Context: an optimization exercise on an open-source flow, tuned for small area. The choices shown serve that exercise and are no tape-out recipe. In this exercise RTL edits were held to simulation tests only and were not proved equivalent to the original. No driver is modelled on the clock port, so clocking that relies on it looks cheaper here than on a real chip. No activity file was given, so power comes from the tool's default toggle rates.

## job 102
Design obi_spi, start of the top module:
module obi_spi #(
  parameter int unsigned ADDR_WIDTH = 32,
  parameter int unsigned DATA_WIDTH = 32,
  parameter int unsigned NUM_SLAVES = 4
) (
  input logic clk_i,
  input logic rstn_i,
  input   logic                     obi_areq_i,
  output  logic                     obi_agnt_o,
  input   logic [ADDR_WIDTH-1:0]    obi_aaddr_i,
  input   logic [DATA_WIDTH-1:0]    obi_awdata_i,
  input   logic                     obi_awe_i,
  input   logic [DATA_WIDTH/8-1:0]  obi_abe_i,
  output  logic                     obi_rvalid_o,
  input   logic                     obi_rready_i,
  output  logic [DATA_WIDTH-1:0]    obi_rdata_o,
  output  logic                     obi_rerr_o,
  output  logic [NUM_SLAVES-1 : 0]  spi_ss_o,
  output  logic                     spi_sclk_o,
  output  logic                     spi_mosi_o,
  input   logic                     spi_miso_i,
  output  logic                     complete_o
);
Settings: LEC_CHECK=0, CAP_MARGIN=0, CORE_MARGIN=2, CORE_UTILIZATION=40, SLEW_MARGIN=0; clock period 10.0 ns.
standard.sh (not shown) runs the stock make flow with config.mk's settings and CLKGATE_MAP_FILE= SYNTH_SCRIPT=/design/flow/synth_recipe.tcl, a recipe that flattens the netlist after the stock synthesis.
==> flow/flow/run.sh <==
#!/bin/bash
# Standard ORFS layout (the standard.sh), with these changes:
#  - port buffers are buf_1 instead of the default clkdlybuf4s50_1,
#  - one tie cell drives all constant outputs,
#  - after floorplan, the combinational logic is re-mapped for area (OpenROAD restructure),
#  - CTS uses clkbuf_4 only and inserts no dummy loads,
#  - before repair_design, combinational cells go to their smallest drive strength,
#  - after CTS, clock buffers with an output slew over 110 ps become clkbuf_8.
# Each ORFS step's full log stays in orfs/logs/; make's own output goes to standard.log.
set -euo pipefail
export BUFFER_PORTS_ARGS="-buffer_cell sky130_fd_sc_hd__buf_1"
export SKIP_REPAIR_TIE_FANOUT=1
export CTS_ARGS="-sink_clustering_enable -repair_clock_nets -dont_use_dummy_load -buf_list sky130_fd_sc_hd__clkbuf_4"
export POST_FLOORPLAN_TCL="$PWD/flow/restructure.tcl"
export PRE_RESIZE_TCL="$PWD/flow/downsize.tcl"
export POST_CTS_TCL="$PWD/flow/clkbuf_upsize.tcl"
bash standard.sh > standard.log 2>&1
==> flow/flow/clkbuf_upsize.tcl <==
set db [ord::get_db]
set block [[$db getChip] getBlock]
set big [$db findMaster sky130_fd_sc_hd__clkbuf_8]
estimate_parasitics -placement
set swapped 0
foreach inst [$block getInsts] {
  set name [[$inst getMaster] getName]
  if {![string match "sky130_fd_sc_hd__clkbuf_*" $name] || $name eq "sky130_fd_sc_hd__clkbuf_8"} { continue }
  set out_net ""
  foreach iterm [$inst getITerms] {
    if {[$iterm isOutputSignal]} { set out_net [$iterm getNet] }
  }
  if {$out_net eq "" || [$out_net getSigType] ne "CLOCK"} { continue }
  set pin [get_pins -of_objects [get_cells [$inst getName]] -filter "direction==output"]
  set slew [get_property $pin slew_max]
  if {$slew > 0.110} {
    puts "clkbuf_upsize: [$inst getName] $name slew $slew -> sky130_fd_sc_hd__clkbuf_8"
    $inst swapMaster $big
    incr swapped
  }
}
if {$swapped > 0} {
  detailed_placement
  check_placement -verbose
  estimate_parasitics -placement
}
Other scripts of this flow, unchanged in this note and not shown: flow/flow/downsize.tcl, flow/flow/restructure.tcl
Input-level comparison between job 101 and job 102:
Settings: swapping 0 for 20 in SLEW_MARGIN; swapping 0 for 20 in CAP_MARGIN.
-- flow/flow/run.sh --
<<< job 102, line 6
#  - CTS uses clkbuf_4 only and inserts no dummy loads,
#  - before repair_design, combinational cells go to their smallest drive strength,
#  - after CTS, clock buffers with an output slew over 110 ps become clkbuf_8.
# Each ORFS step's full log stays in orfs/logs/; make's own output goes to standard.log.
set -euo pipefail
>>> job 101, line 6
#  - CTS uses clkbuf_4 only and inserts no dummy loads,
#  - before repair_design, combinational cells go to their smallest drive strength,
#  - after CTS, clock buffers with an output slew over 100 ps become clkbuf_8.
# Each ORFS step's full log stays in orfs/logs/; make's own output goes to standard.log.
set -euo pipefail
-- flow/flow/clkbuf_upsize.tcl --
<<< job 102, line 14
  set pin [get_pins -of_objects [get_cells [$inst getName]] -filter "direction==output"]
  set slew [get_property $pin slew_max]
  if {$slew > 0.110} {
    puts "clkbuf_upsize: [$inst getName] $name slew $slew -> sky130_fd_sc_hd__clkbuf_8"
    $inst swapMaster $big
>>> job 101, line 14
  set pin [get_pins -of_objects [get_cells [$inst getName]] -filter "direction==output"]
  set slew [get_property $pin slew_max]
  if {$slew > 0.100} {
    puts "clkbuf_upsize: [$inst getName] $name slew $slew -> sky130_fd_sc_hd__clkbuf_8"
    $inst swapMaster $big
--- outcome ---
- The via count reported for job 101 is greater than that of job 102 by 33.
- Of job 102 and job 101, the lower setup slack of the critical path after layout belongs to job 102.
- Going from job 102 to job 101, area growth from synthesis to layout picked up an extra 0.35 points; global-route usage neither gained nor lost much; clock network fraction of design power picked up an extra 1.2 points.
- Comparing job 101 against job 102, there is no change at all in count of clock-buffer cells in the layout.
- Summary of job 101 over job 102: sequential cell area about even, power rose about 2%.

job 8335:
Another version of the RTL of obi_spi (not shown whole).
For scale: ~560 cells after synthesis, roughly 72 flip-flops, roughly 3900 um2 of cells after synthesis.
## obi_spi
module obi_spi #(
  parameter int unsigned ADDR_WIDTH = 32,
  parameter int unsigned DATA_WIDTH = 32,
  parameter int unsigned NUM_SLAVES = 4
) (
  input logic clk_i,
  input logic rstn_i,
  input   logic                     obi_areq_i,
  output  logic                     obi_agnt_o,
  input   logic [ADDR_WIDTH-1:0]    obi_aaddr_i,
  input   logic [DATA_WIDTH-1:0]    obi_awdata_i,
  input   logic                     obi_awe_i,
  input   logic [DATA_WIDTH/8-1:0]  obi_abe_i,
  output  logic                     obi_rvalid_o,
  input   logic                     obi_rready_i,
  output  logic [DATA_WIDTH-1:0]    obi_rdata_o,
  output  logic                     obi_rerr_o,
  output  logic [NUM_SLAVES-1 : 0]  spi_ss_o,
  output  logic                     spi_sclk_o,
  output  logic                     spi_mosi_o,
  input   logic                     spi_miso_i,
  output  logic                     complete_o
);
clock: 10.0 ns
lec_check: 0
abc_area: 1
cap_margin: 20
core_margin: 2
core_utilization: 40
slew_margin: 20
run.sh (not shown) runs the stock make flow with config.mk's settings and CLKGATE_MAP_FILE= SYNTH_SCRIPT=/design/flow/synth_recipe.tcl, a recipe that flattens the netlist after the stock synthesis.
Stock flow here: none of the scripts above is used.
Relative to job 8335, the following input files were edited for job 2665:
# job 8335
export LEC_CHECK = 0
export ABC_AREA = 1
export CAP_MARGIN = 20
export CORE_MARGIN = 2
export CORE_UTILIZATION = 40
export SLEW_MARGIN = 20
create_clock -name core_clock -period 10.0 [get_ports {clk_i}]
# job 2665
export LEC_CHECK = 0
export CAP_MARGIN = 20
export CORE_MARGIN = 2
export CORE_UTILIZATION = 65
export PLACE_DENSITY = 0.85
export SLEW_MARGIN = 20
create_clock -name core_clock -period 10.0 [get_ports {clk_i}]
==> flow/flow/run.sh (new file) <==
#!/bin/bash
# Standard ORFS layout, with single-drive-strength port buffers, small clock buffers and no CTS
# dummy loads, and a shared tie cell for the constant outputs. Each step's full log stays in
# orfs/logs/; make's own output goes to standard.log.
set -euo pipefail
export BUFFER_PORTS_ARGS="-buffer_cell sky130_fd_sc_hd__buf_1"
export SKIP_REPAIR_TIE_FANOUT=1
export CTS_ARGS="-sink_clustering_enable -repair_clock_nets -dont_use_dummy_load -buf_list sky130_fd_sc_hd__clkbuf_4 -sink_clustering_size 24 -sink_clustering_max_diameter 60"
bash standard.sh > standard.log 2>&1
==> flow/standard.sh (new file) <==
#!/bin/bash
# synth_recipe.tcl (not shown) runs the flow's synth.tcl, then flattens the netlist and writes it again
# the make line also repeats each setting of config.mk as NAME=value (left out here)
make -C /OpenROAD-flow-scripts/flow DESIGN_CONFIG=/design/flow/config.mk WORK_HOME=/design/flow/orfs CLKGATE_MAP_FILE= SYNTH_SCRIPT=/design/flow/synth_recipe.tcl "${@:-finish}"
removed: flow/run.sh
Findings:
Job 2665 gives less routed wire length than job 8335 did.
Per the comparison of job 2665 with job 8335, final instance area went down about 21%, worst hold slack went up 0.018 ns.
In job 2665, power share of the combinational group is lower than in job 8335.
On job 2665: all-layer global routing usage is 6.8 points higher than what job 8335 gave.
Termination of the worst setup path = cnt_q[0]$_DFF_P_: job 2665; termination of the worst setup path = spi_mosi_o: job 8335
Total via count after detailed routing: job 2665 < job 8335
Job 8335 consumes more power than job 2665.
Job 2665 reports its classification of the worst setup path as in -> reg while job 8335 reports reg -> out.
Routed wire length on met2 sits lower in job 2665 than in job 8335.
From job 8335 to job 2665 the numbers moved as follows: wire length on met3 went down by 140 um; post-synthesis instance area went down by 7.3%; total cell area at the placement stage went down by about 20%.
[inputs] job 6512 vs job 2665
# job 2665
export LEC_CHECK = 0
export CAP_MARGIN = 20
export CORE_MARGIN = 2
export CORE_UTILIZATION = 65
export PLACE_DENSITY = 0.85
export SLEW_MARGIN = 20
create_clock -name core_clock -period 10.0 [get_ports {clk_i}]
# job 6512
export LEC_CHECK = 0
export CAP_MARGIN = 20
export CORE_MARGIN = 2
export CORE_UTILIZATION = 75
export PLACE_DENSITY = 0.9
export SLEW_MARGIN = 20
create_clock -name core_clock -period 10.0 [get_ports {clk_i}]
==> flow/flow/run.sh <==
#!/bin/bash
# Standard ORFS layout (the standard.sh), with these changes:
#  - port buffers are buf_1 instead of the default clkdlybuf4s50_1,
#  - one tie cell drives all constant outputs,
#  - CTS uses clkbuf_4 only and inserts no dummy loads,
#  - before repair_design, combinational cells go to their smallest drive strength.
# Each ORFS step's full log stays in orfs/logs/; make's own output goes to standard.log.
set -euo pipefail
export BUFFER_PORTS_ARGS="-buffer_cell sky130_fd_sc_hd__buf_1"
export SKIP_REPAIR_TIE_FANOUT=1
export CTS_ARGS="-sink_clustering_enable -repair_clock_nets -dont_use_dummy_load -buf_list sky130_fd_sc_hd__clkbuf_4"
export PRE_RESIZE_TCL="$PWD/flow/downsize.tcl"
bash standard.sh > standard.log 2>&1
==> flow/flow/downsize.tcl (new file) <==
# Before repair_design: put every combinational cell at the smallest drive strength of its
# family (synthesis sizes for a far tighter clock than the design has); repair_design then
# upsizes wherever slew, capacitance or fanout need it.
set db [ord::get_db]
set block [[$db getChip] getBlock]
set smallest [dict create]
foreach lib [$db getLibs] {
  foreach m [$lib getMasters] {
    set n [$m getName]
    if {[regexp {^(sky130_fd_sc_hd__[a-z0-9]+)_([0-9]+)$} $n -> fam drv]} {
      set a [expr {[$m getWidth] * [$m getHeight]}]
      if {![dict exists $smallest $fam] || $a < [lindex [dict get $smallest $fam] 1]} {
        dict set smallest $fam [list $m $a]
      }
    }
  }
}
set n_swapped 0
foreach inst [$block getInsts] {
  set m [$inst getMaster]
  set n [$m getName]
  if {![regexp {^(sky130_fd_sc_hd__[a-z0-9]+)_([0-9]+)$} $n -> fam drv]} { continue }
  if {[regexp {__(df|edf|sdf|dl|clk|conb|tap|fill|decap|diode)} $n]} { continue }
  if {![dict exists $smallest $fam]} { continue }
  set best [lindex [dict get $smallest $fam] 0]
  if {[$best getName] ne $n} {
    $inst swapMaster $best
    incr n_swapped
  }
}
puts "downsize: swapped $n_swapped instances to their family's smallest cell"
==> comparison <==
Summary — global-route track usage on met2, job 6512 relative to job 2665: higher, by 8.9 points. Status: met3 layer usage reported by global route parity (job 6512, job 2665). In the route summary, job 6512 ends up with a via count exceeding that of job 2665.
Relative to job 6512, the following input files were edited for job 6338:
# job 6512
export LEC_CHECK = 0
export CAP_MARGIN = 20
export CORE_MARGIN = 2
export CORE_UTILIZATION = 75
export PLACE_DENSITY = 0.9
export SLEW_MARGIN = 20
create_clock -name core_clock -period 10.0 [get_ports {clk_i}]
# job 6338
export LEC_CHECK = 0
export ABC_AREA = 1
export CAP_MARGIN = 20
export CORE_MARGIN = 2
export CORE_UTILIZATION = 40
export SLEW_MARGIN = 20
create_clock -name core_clock -period 10.0 [get_ports {clk_i}]
==> flow/flow/run.sh <==
#!/bin/bash
# Standard ORFS layout, with single-drive-strength port buffers, no CTS dummy loads and a
# shared tie cell for the constant outputs. Each step's full log stays in orfs/logs/.
set -euo pipefail
export BUFFER_PORTS_ARGS="-buffer_cell sky130_fd_sc_hd__buf_1"
export SKIP_REPAIR_TIE_FANOUT=1
export CTS_ARGS="-sink_clustering_enable -repair_clock_nets -dont_use_dummy_load"
bash standard.sh > standard.log 2>&1
removed: flow/flow/downsize.tcl
### Flow results
- What job 6338 reported for die area has to be multiplied by 0.51 to get the figure for job 6512.
- Job 6338 ended up with a higher area after synthesis than job 6512 did.
- Sequential cell count of job 6512 is on par with job 6338.
- Between job 6338 and job 6512, it is job 6338 whose pre-CTS setup slack is higher, by 0.92 ns.
- Maximum fanout count along the critical path, job 6512 and job 6338: higher on job 6512
- Job 6338 against job 6512: areal power density over the cells closely matched the old numbers; overall power of the completed layout increased by 12% relative to the old numbers; number of distinct library cell variants in the gate-level netlist after synthesis decreased by 14 relative to the old numbers.
- Side by side, clock period minus worst slack turned out lower in job 6338 than in job 6512.
Relative to job 6338, the following input files were edited for job 3584:
# job 6338
export LEC_CHECK = 0
export ABC_AREA = 1
export CAP_MARGIN = 20
export CORE_MARGIN = 2
export CORE_UTILIZATION = 40
export SLEW_MARGIN = 20
create_clock -name core_clock -period 10.0 [get_ports {clk_i}]
# job 3584
export LEC_CHECK = 0
export CAP_MARGIN = 20
export CORE_MARGIN = 2
export CORE_UTILIZATION = 65
export PLACE_DENSITY = 0.85
export SLEW_MARGIN = 20
create_clock -name core_clock -period 10.0 [get_ports {clk_i}]
==> flow/flow/run.sh <==
#!/bin/bash
# Standard ORFS layout (the standard.sh), with these changes:
#  - port buffers are buf_1 instead of the default clkdlybuf4s50_1,
#  - one tie cell drives all constant outputs,
#  - CTS uses clkbuf_4 only and inserts no dummy loads,
#  - before repair_design, combinational cells go to their smallest drive strength.
# Each ORFS step's full log stays in orfs/logs/; make's own output goes to standard.log.
set -euo pipefail
export BUFFER_PORTS_ARGS="-buffer_cell sky130_fd_sc_hd__buf_1"
export SKIP_REPAIR_TIE_FANOUT=1
export CTS_ARGS="-sink_clustering_enable -repair_clock_nets -dont_use_dummy_load -buf_list sky130_fd_sc_hd__clkbuf_4"
export PRE_RESIZE_TCL="$PWD/flow/downsize.tcl"
bash standard.sh > standard.log 2>&1
==> flow/flow/downsize.tcl (new file) <==
# Before repair_design: put every combinational cell at the smallest drive strength of its
# family (synthesis sizes for a far tighter clock than the design has); repair_design then
# upsizes wherever slew, capacitance or fanout need it.
set db [ord::get_db]
set block [[$db getChip] getBlock]
set smallest [dict create]
foreach lib [$db getLibs] {
  foreach m [$lib getMasters] {
    set n [$m getName]
    if {[regexp {^(sky130_fd_sc_hd__[a-z0-9]+)_([0-9]+)$} $n -> fam drv]} {
      set a [expr {[$m getWidth] * [$m getHeight]}]
      if {![dict exists $smallest $fam] || $a < [lindex [dict get $smallest $fam] 1]} {
        dict set smallest $fam [list $m $a]
      }
    }
  }
}
set n_swapped 0
foreach inst [$block getInsts] {
  set m [$inst getMaster]
  set n [$m getName]
  if {![regexp {^(sky130_fd_sc_hd__[a-z0-9]+)_([0-9]+)$} $n -> fam drv]} { continue }
  if {[regexp {__(df|edf|sdf|dl|clk|conb|tap|fill|decap|diode)} $n]} { continue }
  if {![dict exists $smallest $fam]} { continue }
  set best [lindex [dict get $smallest $fam] 0]
  if {[$best getName] ne $n} {
    $inst swapMaster $best
    incr n_swapped
  }
}
puts "downsize: swapped $n_swapped instances to their family's smallest cell"
==> comparison <==
The lower final cell count came out of job 3584.
Clock power down 26% in job 3584 wrt job 6338
In the flow results for job 6338 and job 3584, the post-synthesis sequential area ratio is smaller on job 6338.
Going from job 6338 to job 3584, number of well taps has decreased; maximum ir drop on the vdd rail climbed 0.016 mV; global-route wire length before repair dropped 3.0 mm.
Diff job 6338 -> job 3584: design area dropped 10%, detailed-routed wire length on met2 dropped 12%.
The via count reported for job 3584 is lower than the one for job 6338.
Part of the cycle the worst path needs was higher in the run labelled job 3584.
Diff job 6338 -> job 3584 | cell area after synthesis | down by a little under 10%

[port drivers added, routing unchanged]
The results above use ideal ports. As a check the final layouts listed here were re-extracted and re-timed, cells and wires unchanged.
Step 1 sets driving cells, clkbuf_16 on the clock port and buf_2 on the other inputs (assumed; they add their load-dependent delay and slew).
Step 2 moves the port delays by t, midway between the first and last clock arrival at a register: inputs arrive t later, outputs are due t later. That takes back most of the time a late clock gives input paths.
Three values: ideal ports, drivers, drivers and shift; two values: the first two.
run	shift t [ns]	setup WS [ns]	clock arrival spread, ns	slew at the worst register clock pin (ns)
job 102	0.362	4.072 / 4.079 / 3.717	0.029 / 0.030	0.10 / 0.10
job 101	0.360	4.090 / 4.097 / 3.736	0.032 / 0.033	0.10 / 0.10
job 8335	0.372	5.946 / 5.915 / 5.783	0.008 / 0.008	0.08 / 0.08
job 2665	0.415	5.492 / 5.493 / 5.078	0.032 / 0.032	0.12 / 0.12
job 6512	0.419	5.537 / 5.532 / 5.113	0.028 / 0.028	0.12 / 0.12
job 6338	0.365	6.384 / 6.354 / 6.061	0.028 / 0.027	0.08 / 0.08
job 3584	0.432	5.472 / 5.475 / 5.043	0.028 / 0.028	0.12 / 0.12
After both steps setup and hold are still met in every run listed. For job 3584, which loses most, drivers alone change the setup slack by +0.003 ns; drivers and shift together by -0.429 ns.
